From an optimization exercise on the open Yosys and OpenROAD flow, aimed at small area and a short achievable clock period; shortcuts taken in it are not production practice.
In this exercise RTL edits were held to simulation tests only and were not proved equivalent to the original.
The clock input has no modelled driver; a real chip could not lean on it and would need a root buffer or a full tree.
No activity file was given, so power comes from the tool's default toggle rates.

// multiplier
module multiplier(clk, INPUT_A, INPUT_B, RES);
  input clk;
  input [7:0] INPUT_A, INPUT_B;
  output reg [15:0] RES;
  reg [7:0] a_r, b_r;
  reg r2_p0;
  reg r2_p1;
  reg r2_p2;
  reg r2_p3;
  reg r2_p4;
  reg r2_p5;
  reg r2_cin;
  reg r2_g6;
  reg r2_q6;
  reg r2_g7;
  reg r2_q7;
  reg r2_g8;
  reg r2_q8;
  reg r2_g9;
  reg r2_q9;
  reg r2_g10;
  reg r2_q10;
  reg r2_g11;
  reg r2_q11;
  reg r2_g12;
  reg r2_q12;
  reg r2_g13;
  reg r2_q13;
  reg r2_g14;
  reg r2_q14;
  wire [15:0] prod;
  wire pp1;
  wire pp2;
  wire pp3;
  wire pp4;
  wire pp5;
  wire pp6;
  wire pp7;
  wire pp8;
  wire pp9;
  wire pp10;
  wire pp11;
  wire pp12;
  wire pp13;
  wire pp14;
  wire pp15;
  wire pp16;
  wire pp17;
  wire pp18;
  wire pp19;
  wire pp20;
  wire pp21;
  wire pp22;
  wire pp23;
  wire pp24;
  wire pp25;
  wire pp26;
  wire pp27;
  wire pp28;
  wire pp29;
  wire pp30;
  wire pp31;
  wire pp32;
  wire pp33;
  wire pp34;
  wire pp35;
  wire pp36;
  wire pp37;
  wire pp38;
  wire pp39;
  wire pp40;
  wire pp41;
  wire pp42;
  wire pp43;
  wire pp44;
  wire pp45;
  wire pp46;
  wire pp47;
  wire pp48;
  wire pp49;
  wire pp50;
  wire pp51;
  wire pp52;
  wire pp53;
  wire pp54;
  wire pp55;
  wire pp56;
  wire pp57;
  wire pp58;
  wire pp59;
  wire pp60;
  wire pp61;
  wire pp62;
  wire pp63;
  wire pp64;
  wire s65;
  wire c66;
  wire s67;
  wire c68;
  wire s69;
  wire c70;
  wire s71;
  wire c72;
  wire s73;
  wire c74;
  wire s75;
  wire c76;
  wire s77;
  wire c78;
  wire s79;
  wire c80;
  wire s81;
  wire c82;
  wire s83;
  wire c84;
  wire s85;
  wire c86;
  wire s87;
  wire c88;
  wire s89;
  wire c90;
  wire s91;
  wire c92;
  wire s93;
  wire c94;
  wire s95;
  wire c96;
  wire s97;
  wire c98;
  wire s99;
  wire c100;
  wire s101;
  wire c102;
  wire s103;
  wire c104;
  wire s105;
  wire c106;
  wire s107;
  wire c108;
  wire s109;
  wire c110;
  wire s111;
  wire c112;
  wire s113;
  wire c114;
  wire s115;
  wire c116;
  wire s117;
  wire c118;
  wire s119;
  wire c120;
  wire s121;
  wire c122;
  wire s123;
  wire c124;
  wire s125;
  wire c126;
  wire s127;
  wire c128;
  wire s129;
  wire c130;
  wire s131;
  wire c132;
  wire s133;
  wire c134;
  wire s135;
  wire c136;
  wire s137;
  wire c138;
  wire s139;
  wire c140;
  wire s141;
  wire c142;
  wire s143;
  ...
Size: about 57 flip-flops, about 33 I/O pins.
Settings: LEC_CHECK=0, CAP_MARGIN=20, CORE_MARGIN=2, CORE_UTILIZATION=40, SLEW_MARGIN=20, SYNTH_HIERARCHICAL=1; clock period 4.0 ns.
standard.sh (not shown) runs the stock make flow with config.mk's settings and CLKGATE_MAP_FILE= SYNTH_SCRIPT=/design/flow/synth_recipe.tcl, a recipe that flattens the netlist after the stock synthesis.
==> flow/flow/run.sh <==
#!/bin/bash
# Own layout flow: the standard flow (standard.sh) with the standard synthesis
# unchanged, small port buffers, and (flow/skew.tcl, run after clock tree synthesis)
# a separate delayed clock branch for the internal pipeline register.
# Each step writes its full output to its own log file here.
set -euo pipefail
here=$(pwd)
extra=()
while IFS= read -r line; do
  [[ -z "$line" || "$line" == \#* ]] && continue
  extra+=("${line//@HERE@/$here}")
done < flow/extra.txt
bash standard.sh synth > "$here/synth.log" 2>&1
bash standard.sh "${extra[@]}" floorplan > "$here/floorplan.log" 2>&1
bash standard.sh "${extra[@]}" place > "$here/place.log" 2>&1
bash standard.sh "${extra[@]}" cts > "$here/cts.log" 2>&1
bash standard.sh "${extra[@]}" route > "$here/route.log" 2>&1
bash standard.sh "${extra[@]}" finish > "$here/finish.log" 2>&1
==> flow/flow/extra.txt <==
# make variables for the layout steps (one per line; @HERE@ is the work folder)
BUFFER_PORTS_ARGS=-buffer_cell sky130_fd_sc_hd__buf_1
MATCH_CELL_FOOTPRINT=0
POST_CTS_TCL=@HERE@/flow/skew.tcl
SKEW_PATTERN=r2_*
SKEW_CLOCK_PORT=clk
SKEW_DRIVER=sky130_fd_sc_hd__clkbuf_16
SKEW_CANDIDATES=none sky130_fd_sc_hd__clkbuf_1 sky130_fd_sc_hd__clkbuf_2 sky130_fd_sc_hd__clkdlybuf4s15_1 sky130_fd_sc_hd__clkdlybuf4s18_1 sky130_fd_sc_hd__clkdlybuf4s25_1 sky130_fd_sc_hd__clkdlybuf4s50_1 sky130_fd_sc_hd__clkdlybuf4s50_1+sky130_fd_sc_hd__clkbuf_1 sky130_fd_sc_hd__clkdlybuf4s50_1+sky130_fd_sc_hd__clkbuf_2 sky130_fd_sc_hd__clkdlybuf4s50_1+sky130_fd_sc_hd__clkdlybuf4s15_1 sky130_fd_sc_hd__clkdlybuf4s50_1+sky130_fd_sc_hd__clkdlybuf4s18_1 sky130_fd_sc_hd__clkdlybuf4s50_1+sky130_fd_sc_hd__clkdlybuf4s25_1 sky130_fd_sc_hd__clkdlybuf4s50_1+sky130_fd_sc_hd__clkdlybuf4s50_1
SKEW_HOLD_MARGIN=0.05
SKEW_MAIN_DRIVER=sky130_fd_sc_hd__clkbuf_16
==> flow/flow/skew_body.tcl <==
# POST_CTS hook: give the internal pipeline register (cells matching SKEW_PATTERN)
# its own clock branch, a buffer chain from the clock port whose delay balances
# the register-to-register paths into and out of it. The registers that face
# the ports stay on the standard clock tree. Hold is repaired afterwards.
set pattern $::env(SKEW_PATTERN)
set block [ord::get_db_block]
set db [ord::get_db]
set_propagated_clock [all_clocks]

set flops {}
foreach inst [$block getInsts] {
  if {[string match $pattern [$inst getName]] && [$inst findITerm CLK] ne "NULL"} { lappend flops $inst }
}
puts "SKEW: [llength $flops] registers match $pattern"
set clk_net [[$block findBTerm $::env(SKEW_CLOCK_PORT)] getNet]

# centroid of the skewed registers
set sx 0; set sy 0
foreach f $flops { lassign [$f getLocation] x y; set sx [expr {$sx + $x}]; set sy [expr {$sy + $y}] }
set cx [expr {int($sx / [llength $flops])}]
set cy [expr {int($sy / [llength $flops])}]

# move the registers to a new net
set old_nets {}
set skew_net [odb::dbNet_create $block skew_clk_leaf]
$skew_net setSigType CLOCK
foreach f $flops {
  set it [$f findITerm CLK]
  set n [$it getNet]
  if {$n ne "NULL"} { lappend old_nets $n }
  $it disconnect
  $it connect $skew_net
}

set chain {}
set chain_nets {}
proc build_chain {cells} {
  global block db chain chain_nets clk_net skew_net cx cy
  foreach i $chain { odb::dbInst_destroy $i }
  foreach n $chain_nets { odb::dbNet_destroy $n }
  set chain {}; set chain_nets {}
  set prev $clk_net
  set k 0
  set ncell [llength $cells]
  foreach c $cells {
    incr k
    set inst [odb::dbInst_create $block [$db findMaster $c] skew_clk_buf_$k]
    $inst setLocation [expr {$cx + 2000 * $k}] $cy
    $inst setPlacementStatus PLACED
    [$inst findITerm A] connect $prev
    if {$k == $ncell} {
      set out $skew_net
    } else {
      set out [odb::dbNet_create $block skew_clk_n$k]
      $out setSigType CLOCK
      lappend chain_nets $out
    }
    [$inst findITerm X] connect $out
    lappend chain $inst
    set prev $out
  }
}

# remove clock tree buffers left without loads
proc prune_tree {} {
  global block
  set again 1
  while {$again} {
    set again 0
    foreach inst [$block getInsts] {
      set m [[$inst getMaster] getName]
      if {![string match *clkbuf* $m] && ![string match *clkinv* $m] && ![string match *bufinv* $m] && ![string match *inv_* $m]} { continue }
      if {![string match clk* [$inst getName]]} { continue }
      set out [$inst findITerm X]
      if {$out eq "NULL"} { set out [$inst findITerm Y] }
      if {$out eq "NULL"} { continue }
      set n [$out getNet]
      if {$n eq "NULL" || [llength [$n getITerms]] <= 1 && [llength [$n getBTerms]] == 0} {
        puts "SKEW: removing unloaded clock cell [$inst getName]"
        odb::dbInst_destroy $inst
        if {$n ne "NULL"} { odb::dbNet_destroy $n }
        set again 1
      }
    }
  }
}
# optionally replace the rest of the tree by one buffer from the port (small designs)
if {[info exists ::env(SKEW_MAIN_DRIVER)] && $::env(SKEW_MAIN_DRIVER) ne ""} {
  set main {}
  foreach inst [$block getInsts] {
    if {[lsearch -exact $flops $inst] >= 0} { continue }
    set it [$inst findITerm CLK]
    if {$it eq "NULL" || ![[$inst getMaster] isSequential]} { continue }
    lappend main $inst
  }
  set mx 0; set my 0
  foreach f $main { lassign [$f getLocation] x y; set mx [expr {$mx + $x}]; set my [expr {$my + $y}] }
  set mx [expr {int($mx / [llength $main])}]
  set my [expr {int($my / [llength $main])}]
  set main_net [odb::dbNet_create $block main_clk_leaf]
  $main_net setSigType CLOCK
  foreach f $main {
    set it [$f findITerm CLK]
    $it disconnect
    $it connect $main_net
  }
  set mb [odb::dbInst_create $block [$db findMaster $::env(SKEW_MAIN_DRIVER)] main_clk_buf]
  $mb setLocation $mx $my
  $mb setPlacementStatus PLACED
  [$mb findITerm A] connect $clk_net
  [$mb findITerm X] connect $main_net
  puts "SKEW: [llength $main] other registers on one $::env(SKEW_MAIN_DRIVER)"
}
prune_tree

# optional drive-strength changes, "pattern=master" pairs in SKEW_RESIZE
if {[info exists ::env(SKEW_RESIZE)]} {
  foreach pair $::env(SKEW_RESIZE) {
    lassign [split $pair =] pat master
    foreach inst [$block getInsts] {
      if {[string match $pat [$inst getName]]} {
        $inst swapMaster [$db findMaster $master]
      }
    }
    puts "SKEW: resized $pat to $master"
  }
}

set best ""
set best_ws -1e9
set drv $::env(SKEW_DRIVER)
foreach cand $::env(SKEW_CANDIDATES) {
  set cells [concat [split $cand +] $drv]
  if {$cand eq "none"} { set cells $drv }
  build_chain $cells
  estimate_parasitics -placement
  set ws [worst_slack -max]
  puts "SKEW: chain $cells worst setup slack $ws"
  if {$ws > $best_ws + 0.005} { set best_ws $ws; set best $cells }
}
puts "SKEW: chosen chain $best ($best_ws)"
build_chain $best
detailed_placement
estimate_parasitics -placement
puts "SKEW: after placement: setup [worst_slack -max] hold [worst_slack -min]"
repair_timing -hold -hold_margin $::env(SKEW_HOLD_MARGIN) -verbose
detailed_placement
check_placement -verbose
estimate_parasitics -placement
puts "SKEW: final: setup [worst_slack -max] hold [worst_slack -min]"
Other scripts of this flow, unchanged in this note and not shown: flow/flow/skew.tcl
Edit:
--- a/flow/flow/extra.txt
+++ b/flow/flow/extra.txt
@@ -10,0 +11 @@
+SKEW_RESIZE=a_r*=sky130_fd_sc_hd__dfxtp_2 b_r*=sky130_fd_sc_hd__dfxtp_2
Cell area rises by 0.46%. Die area is unchanged. Clock skew is lower by 0.083 ns. Power is lower by 0.31%. Register-to-register slack is better by 0.04 ns. Sequential power hardly moves. Via count hardly moves. Hold slack degrades by 0.014 ns.
Edit:
--- a/flow/flow/extra.txt
+++ b/flow/flow/extra.txt
@@ -11 +11,2 @@
-SKEW_RESIZE=a_r*=sky130_fd_sc_hd__dfxtp_2 b_r*=sky130_fd_sc_hd__dfxtp_2
+SKEW_RESIZE=a_r*=sky130_fd_sc_hd__dfxtp_4 b_r*=sky130_fd_sc_hd__dfxtp_4
+SKEW_SETUP_PUSH=0.3
--- a/flow/flow/skew_body.tcl
+++ b/flow/flow/skew_body.tcl
@@ -129,2 +129,17 @@
-set best ""
-set best_ws -1e9
+proc choose_chain {} {
+  global best best_ws drv
+  set best ""
+  set best_ws -1e9
+  foreach cand $::env(SKEW_CANDIDATES) {
+    set cells [concat [split $cand +] $drv]
+    if {$cand eq "none"} { set cells $drv }
+    build_chain $cells
+    estimate_parasitics -placement
+    set ws [worst_slack -max]
+    puts "SKEW: chain $cells worst setup slack $ws"
+    if {$ws > $best_ws + 0.005} { set best_ws $ws; set best $cells }
+  }
+  puts "SKEW: chosen chain $best ($best_ws)"
+  build_chain $best
+  estimate_parasitics -placement
+}
@@ -132,4 +147,4 @@
-foreach cand $::env(SKEW_CANDIDATES) {
-  set cells [concat [split $cand +] $drv]
-  if {$cand eq "none"} { set cells $drv }
-  build_chain $cells
+choose_chain
+if {[info exists ::env(SKEW_SETUP_PUSH)] && $::env(SKEW_SETUP_PUSH) > 0} {
+  set ws [worst_slack -max]
+  repair_timing -setup -setup_margin [expr {$ws + $::env(SKEW_SETUP_PUSH)}] -skip_pin_swap -skip_gate_cloning -skip_buffering -verbose
@@ -137,3 +152,2 @@
-  set ws [worst_slack -max]
-  puts "SKEW: chain $cells worst setup slack $ws"
-  if {$ws > $best_ws + 0.005} { set best_ws $ws; set best $cells }
+  puts "SKEW: after setup push: [worst_slack -max]"
+  choose_chain
@@ -141 +154,0 @@
-puts "SKEW: chosen chain $best ($best_ws)"
@@ -142,0 +156,22 @@
+estimate_parasitics -placement
+# registers of the skewed group whose own paths do not need the delay, but whose
+# hold it would break, go back to the main branch
+if {[info exists main_net]} {
+  foreach f $flops {
+    set pin [get_pins "[$f getName]/D"]
+    set hp [find_timing_paths -to $pin -path_delay min]
+    if {[llength $hp] == 0} { continue }
+    set hs [get_property [lindex $hp 0] slack]
+    if {$hs >= 0.05} { continue }
+    set it [$f findITerm CLK]
+    $it disconnect; $it connect $main_net
+    estimate_parasitics -placement
+    set ws [worst_slack -max]
+    if {$ws < $best_ws - 0.01} {
+      $it disconnect; $it connect $skew_net
+      estimate_parasitics -placement
+    } else {
+      puts "SKEW: [$f getName] (hold slack $hs) back on the main branch, setup $ws"
+    }
+  }
+}
Effect:
- worst setup slack improved by 0.043 ns
- total power stays flat
- combinational power is higher by about 2%
- die area stays the same
- utilization goes up by 0.87 points
- fmax is higher by 2.2%
- clock skew is lower by 0.013 ns
- routed wire length came out higher by 0.34%
- final area went up by 1.9%
- via count goes up by 1.4%
No run of this note takes its clock network from TritonCTS; it comes from the design's own scripts or RTL.

## separate check: timing with driven ports
Ports are ideal in the flow. The routed layouts listed here were re-timed in OpenROAD. Step 1 (the two cells are an assumption about what drives the block):
set clk [get_ports {clk}]
set_driving_cell -lib_cell sky130_fd_sc_hd__clkbuf_16 $clk
set_driving_cell -lib_cell sky130_fd_sc_hd__buf_2 [delete_from_list [all_inputs] $clk]
Step 2, shift: input delay + t, output delay - t, t = (earliest + latest rising clock arrival at the registers) / 2. This alone moves slack from input paths to output paths. Three values: no drivers, after step 1, after step 2; two values: the first two.
run | t, ns | setup slack, ns | clock arrival spread, ns | slew at the worst register clock pin (ns)
the first run | 0.556 | 1.917 / 1.918 / 1.918 | 0.694 / 0.693 | 0.12 / 0.12
the second run | 0.514 | 1.954 / 1.954 / 1.954 | 0.611 / 0.610 | 0.12 / 0.12
the third run | 0.510 | 1.998 / 1.997 / 1.997 | 0.597 / 0.597 | 0.12 / 0.12
In every run listed the clock reaches the registers at very different times; t lies between them, and the last value is a rough guide only. For the third run, which loses most, drivers alone change the setup slack by -0.001 ns; drivers and shift together by -0.001 ns.
